What follows belongs to an exercise in optimizing a design on an open flow for small area; a production flow would make more cautious choices. Only simulation tests tie the RTL to the original design; equivalence was not proved. Power figures rest on the tool's default switching activity, not on a simulated workload.

Design cacheline, start of the top module:
module cacheline (
    input clk,
    input reset,
    input os_req,
    input [8-1:0] hitmap,
    input user_req,
    input [32-1:0] addr,
    output reg hit
);
    reg [32-1:0] tag0, tag1, tag2, tag3, tag4, tag5, tag6, tag7;
    reg [7:0] valid;
    reg [7:0] dom;         
    reg [7:1] meta;        
    wire u4 = dom[0] & dom[1];
    wire u5 = dom[2] & dom[3];
    wire u6 = dom[4] & dom[5];
    wire u7 = dom[6] & dom[7];
    wire u2 = u4 & u5;
    wire u3 = u6 & u7;
    wire u1 = u2 & u3;
    wire v1 = u1 ? meta[1] : (dom[4] | dom[5] | dom[6] | dom[7]);
    wire v2 = u2 ? meta[2] : (dom[2] | dom[3]);
    wire v3 = u3 ? meta[3] : (dom[6] | dom[7]);
    wire v4 = u4 ? meta[4] : dom[1];
    wire v5 = u5 ? meta[5] : dom[3];
    wire v6 = u6 ? meta[6] : dom[5];
    wire v7 = u7 ? meta[7] : dom[7];
    wire [7:0] m;
    assign m[0] = valid[0] & dom[0] & (tag0 == addr);
    assign m[1] = valid[1] & dom[1] & (tag1 == addr);
    assign m[2] = valid[2] & dom[2] & (tag2 == addr);
    assign m[3] = valid[3] & dom[3] & (tag3 == addr);
    assign m[4] = valid[4] & dom[4] & (tag4 == addr);
    assign m[5] = valid[5] & dom[5] & (tag5 == addr);
    assign m[6] = valid[6] & dom[6] & (tag6 == addr);
    assign m[7] = valid[7] & dom[7] & (tag7 == addr);
    wire any = |m;
    reg [2:0] hw;
    always @* begin
        casez (m)
            8'b???????1: hw = 3'd0;
            8'b??????10: hw = 3'd1;
            8'b?????100: hw = 3'd2;
            8'b????1000: hw = 3'd3;
            8'b???10000: hw = 3'd4;
            8'b??100000: hw = 3'd5;
            8'b?1000000: hw = 3'd6;
            default:     hw = 3'd7;
        endcase
    end
    wire [2:0] vw;
    assign vw[2] = v1;
    assign vw[1] = v1 ? v3 : v2;
    assign vw[0] = v1 ? (v3 ? v7 : v6) : (v2 ? v5 : v4);
    wire [2:0] aw = any ? hw : vw;
    wire req = !reset && !os_req && user_req;
    wire fill = req && !any;
    wire [7:0] we = fill ? (8'd1 << vw) : 8'd0;
    always @(posedge clk) begin
        if (we[0]) tag0 <= addr;
  ...
Size: roughly 900 cells after synthesis, ~280 flip-flops, ~45 I/O pins, roughly 13000 um^2 of cells after synthesis.
==> flow/config.mk <==
export PLATFORM = sky130hd
export DESIGN_NAME = cacheline
export DESIGN_NICKNAME = cacheline
export VERILOG_FILES = /design/flow/design.v
export SDC_FILE = /design/flow/constraint.sdc
export NUM_CORES = 4
export LEC_CHECK = 0
export CAP_MARGIN = 20
export CORE_MARGIN = 2
export CORE_UTILIZATION = 40
export GPL_TIMING_DRIVEN = 0
export SLEW_MARGIN = 20
==> flow/constraint.sdc <==
create_clock -name core_clock -period 5.0 [get_ports {clk}]
set_input_delay 1.0000 -clock core_clock [delete_from_list [all_inputs] [get_ports {clk}]]
set_output_delay 1.0000 -clock core_clock [all_outputs]
set_load 0.01 [all_outputs]
standard.sh (not shown) runs the stock make flow with config.mk's settings and CLKGATE_MAP_FILE= SYNTH_SCRIPT=/design/flow/synth_recipe.tcl, a recipe that flattens the netlist after the stock synthesis.
==> flow/flow/run.sh <==
#!/bin/bash
# Layout flow: the standard synthesis and layout, with two changes after
# synthesis: ports are buffered with a small buffer instead of the resizer's
# default pick, and clock-tree synthesis uses large clusters of clkbuf_16
# leaves without dummy balancing loads. Each step's full log is in
# orfs/logs/; the make output goes to synth.log and layout.log here.
set -euo pipefail
PORT_BUF=${PORT_BUF:-sky130_fd_sc_hd__buf_2}
CTS="-sink_clustering_enable -repair_clock_nets -dont_use_dummy_load -buf_list {sky130_fd_sc_hd__clkbuf_16} -sink_clustering_size 25 -sink_clustering_max_diameter 100"
bash standard.sh synth > synth.log 2>&1
bash standard.sh "BUFFER_PORTS_ARGS=-buffer_cell $PORT_BUF" "CTS_ARGS=$CTS" finish > layout.log 2>&1
The first run ran to the end with no violations.
Next try:
==> flow/run.sh (new file) <==
#!/bin/bash
# synth_recipe.tcl (not shown) runs the flow's synth.tcl, then flattens the netlist and writes it again
# the make line also repeats each setting of config.mk as NAME=value (left out here)
make -C /OpenROAD-flow-scripts/flow DESIGN_CONFIG=/design/flow/config.mk WORK_HOME=/design/flow/orfs CLKGATE_MAP_FILE= SYNTH_SCRIPT=/design/flow/synth_recipe.tcl finish
Settings changed: GPL_TIMING_DRIVEN 0 to unset.
removed: flow/flow/run.sh
removed: flow/standard.sh
The new run completed with no timing, DRC or antenna violations.
Flip-flop and latch count does not change.
Setup slack improved by 0.43 ns.
Wire length came out lower by 9.4%.
Final area rose by 8.2%.
Area after synthesis is unchanged.
Power rose by 22%.
Clock skew shrinks by 0.041 ns.
Count of clock-buffer cells in the layout is higher by 26.
Synthesized cell count is unchanged.
Sequential power is about the same.
Final cell count went up by 4.0%.

* * *

## before
Another version of the RTL of cacheline (not shown whole).
Size: roughly 760 cells after synthesis, roughly 280 flip-flops, ~45 I/O pins, about 0.012 mm^2 of cells after synthesis.
==> flow/design.v (excerpt) <==
module cacheline (
    input clk,
    input reset,
    input os_req,
    input [8-1:0] hitmap,
    input user_req,
    input [32-1:0] addr,
    output reg hit
);
    reg [32-1:0] tag0, tag1, tag2, tag3, tag4, tag5, tag6, tag7;
    reg [7:0] valid;
    reg [7:0] dom;         
    reg [7:1] meta;        
    wire u4 = dom[0] & dom[1];
    wire u5 = dom[2] & dom[3];
    wire u6 = dom[4] & dom[5];
    wire u7 = dom[6] & dom[7];
    wire u2 = u4 & u5;
    wire u3 = u6 & u7;
    wire u1 = u2 & u3;
    wire v1 = u1 ? meta[1] : (dom[4] | dom[5] | dom[6] | dom[7]);
    wire v2 = u2 ? meta[2] : (dom[2] | dom[3]);
    wire v3 = u3 ? meta[3] : (dom[6] | dom[7]);
    wire v4 = u4 ? meta[4] : dom[1];
    wire v5 = u5 ? meta[5] : dom[3];
    wire v6 = u6 ? meta[6] : dom[5];
    wire v7 = u7 ? meta[7] : dom[7];
    wire [7:0] m;
    wire [7:0] e;
    cacheline_tageq eq0 (.a(tag0), .b(addr), .eq(e[0]));
    assign m[0] = valid[0] & dom[0] & e[0];
    cacheline_tageq eq1 (.a(tag1), .b(addr), .eq(e[1]));
    assign m[1] = valid[1] & dom[1] & e[1];
    cacheline_tageq eq2 (.a(tag2), .b(addr), .eq(e[2]));
  ...
clock: 5.0 ns
lec_check: 0
cap_margin: 20
core_margin: 2
core_utilization: 40
cts_buf_list: sky130_fd_sc_hd__clkbuf_16
cts_cluster_diameter: 100
cts_cluster_size: 25
gpl_timing_driven: 0
slew_margin: 20
synth_hierarchical: 1
run.sh (not shown) runs the stock make flow with config.mk's settings and CLKGATE_MAP_FILE= SYNTH_SCRIPT=/design/flow/synth_recipe.tcl, a recipe that flattens the netlist after the stock synthesis.
Stock flow here: none of the scripts above is used.
before ran to completion and came out clean on the timing, design-rule and antenna checks.
diff inputs: before => after
==> flow/flow/run.sh (new file) <==
#!/bin/bash
# Layout flow: the standard synthesis and layout, with two changes after
# synthesis: ports are buffered with a small buffer instead of the resizer's
# default pick, and clock-tree synthesis uses large clusters of clkbuf_16
# leaves without dummy balancing loads. Each step's full log is in
# orfs/logs/; the make output goes to synth.log and layout.log here.
set -euo pipefail
PORT_BUF=${PORT_BUF:-sky130_fd_sc_hd__buf_2}
CTS="-sink_clustering_enable -repair_clock_nets -dont_use_dummy_load -buf_list {sky130_fd_sc_hd__clkbuf_16} -sink_clustering_size 25 -sink_clustering_max_diameter 100"
bash standard.sh synth > synth.log 2>&1
bash standard.sh "BUFFER_PORTS_ARGS=-buffer_cell $PORT_BUF" "CTS_ARGS=$CTS" finish > layout.log 2>&1
==> flow/standard.sh (new file) <==
#!/bin/bash
# synth_recipe.tcl (not shown) runs the flow's synth.tcl, then flattens the netlist and writes it again
# the make line also repeats each setting of config.mk as NAME=value (left out here)
make -C /OpenROAD-flow-scripts/flow DESIGN_CONFIG=/design/flow/config.mk WORK_HOME=/design/flow/orfs CLKGATE_MAP_FILE= SYNTH_SCRIPT=/design/flow/synth_recipe.tcl "${@:-finish}"
diff --git a/flow/config.mk b/flow/config.mk
--- a/flow/config.mk
+++ b/flow/config.mk
@@ -9,7 +9,4 @@
 export CORE_MARGIN = 2
 export CORE_UTILIZATION = 40
-export CTS_BUF_LIST = sky130_fd_sc_hd__clkbuf_16
-export CTS_CLUSTER_DIAMETER = 100
-export CTS_CLUSTER_SIZE = 25
 export GPL_TIMING_DRIVEN = 0
 export SLEW_MARGIN = 20
removed: flow/run.sh
Results
The run showing the smaller final cycle utilization of the critical path is after. after against before: hold slack lost 0.013 ns, largest net degree at the start of global routing lost 1, fill cell instance count of the final layout lost about 1%. after ended with less clock period minus worst slack than before. after — wire length of the first global-routing pass 1.2% lower, before as reference. Taking before as the reference point, the total power consumption of the routed design of after falls by 1.9%. Final area (after over before): decrease, 1.9%. Layout multi-input combinational cell count: after vs before identical. For the part of the power in combinational logic, after came in 0.3 points lower than before did.

## port drivers added, routing unchanged
The results above use ideal ports. As a check the final layouts listed here were re-extracted and re-timed, cells and wires unchanged. Step 1: set_driving_cell puts a clkbuf_16 on clk and a buf_2 on each other input, an assumption about the parent block. Step 2 also shifts input and output timing later by t, the mid clock arrival at the registers, as if the neighbouring blocks saw the same clock. Slacks: no drivers / after step 1 / after step 2; pairs: no drivers / after step 1.
run | t, ns | slack for setup (ns) | worst setup path after step 2 | clock arrival spread, ns
the first run of note 1 | 0.549 | 0.238 / 0.261 / -0.288 | input to register | 0.060 / 0.060
the second run of note 1 | 0.599 | 0.668 / 0.695 / 0.097 | input to register | 0.020 / 0.019
before | 0.522 | 0.670 / 0.694 / 0.172 | input to register | 0.031 / 0.031
after | 0.516 | 1.396 / 1.408 / 0.892 | input to register | 0.039 / 0.040
With both steps, setup timing fails in the first run of note 1, where it was met with ideal ports. The setup slack of the second run of note 1, which loses most, moves by +0.027 ns with the drivers and by -0.571 ns with both steps.
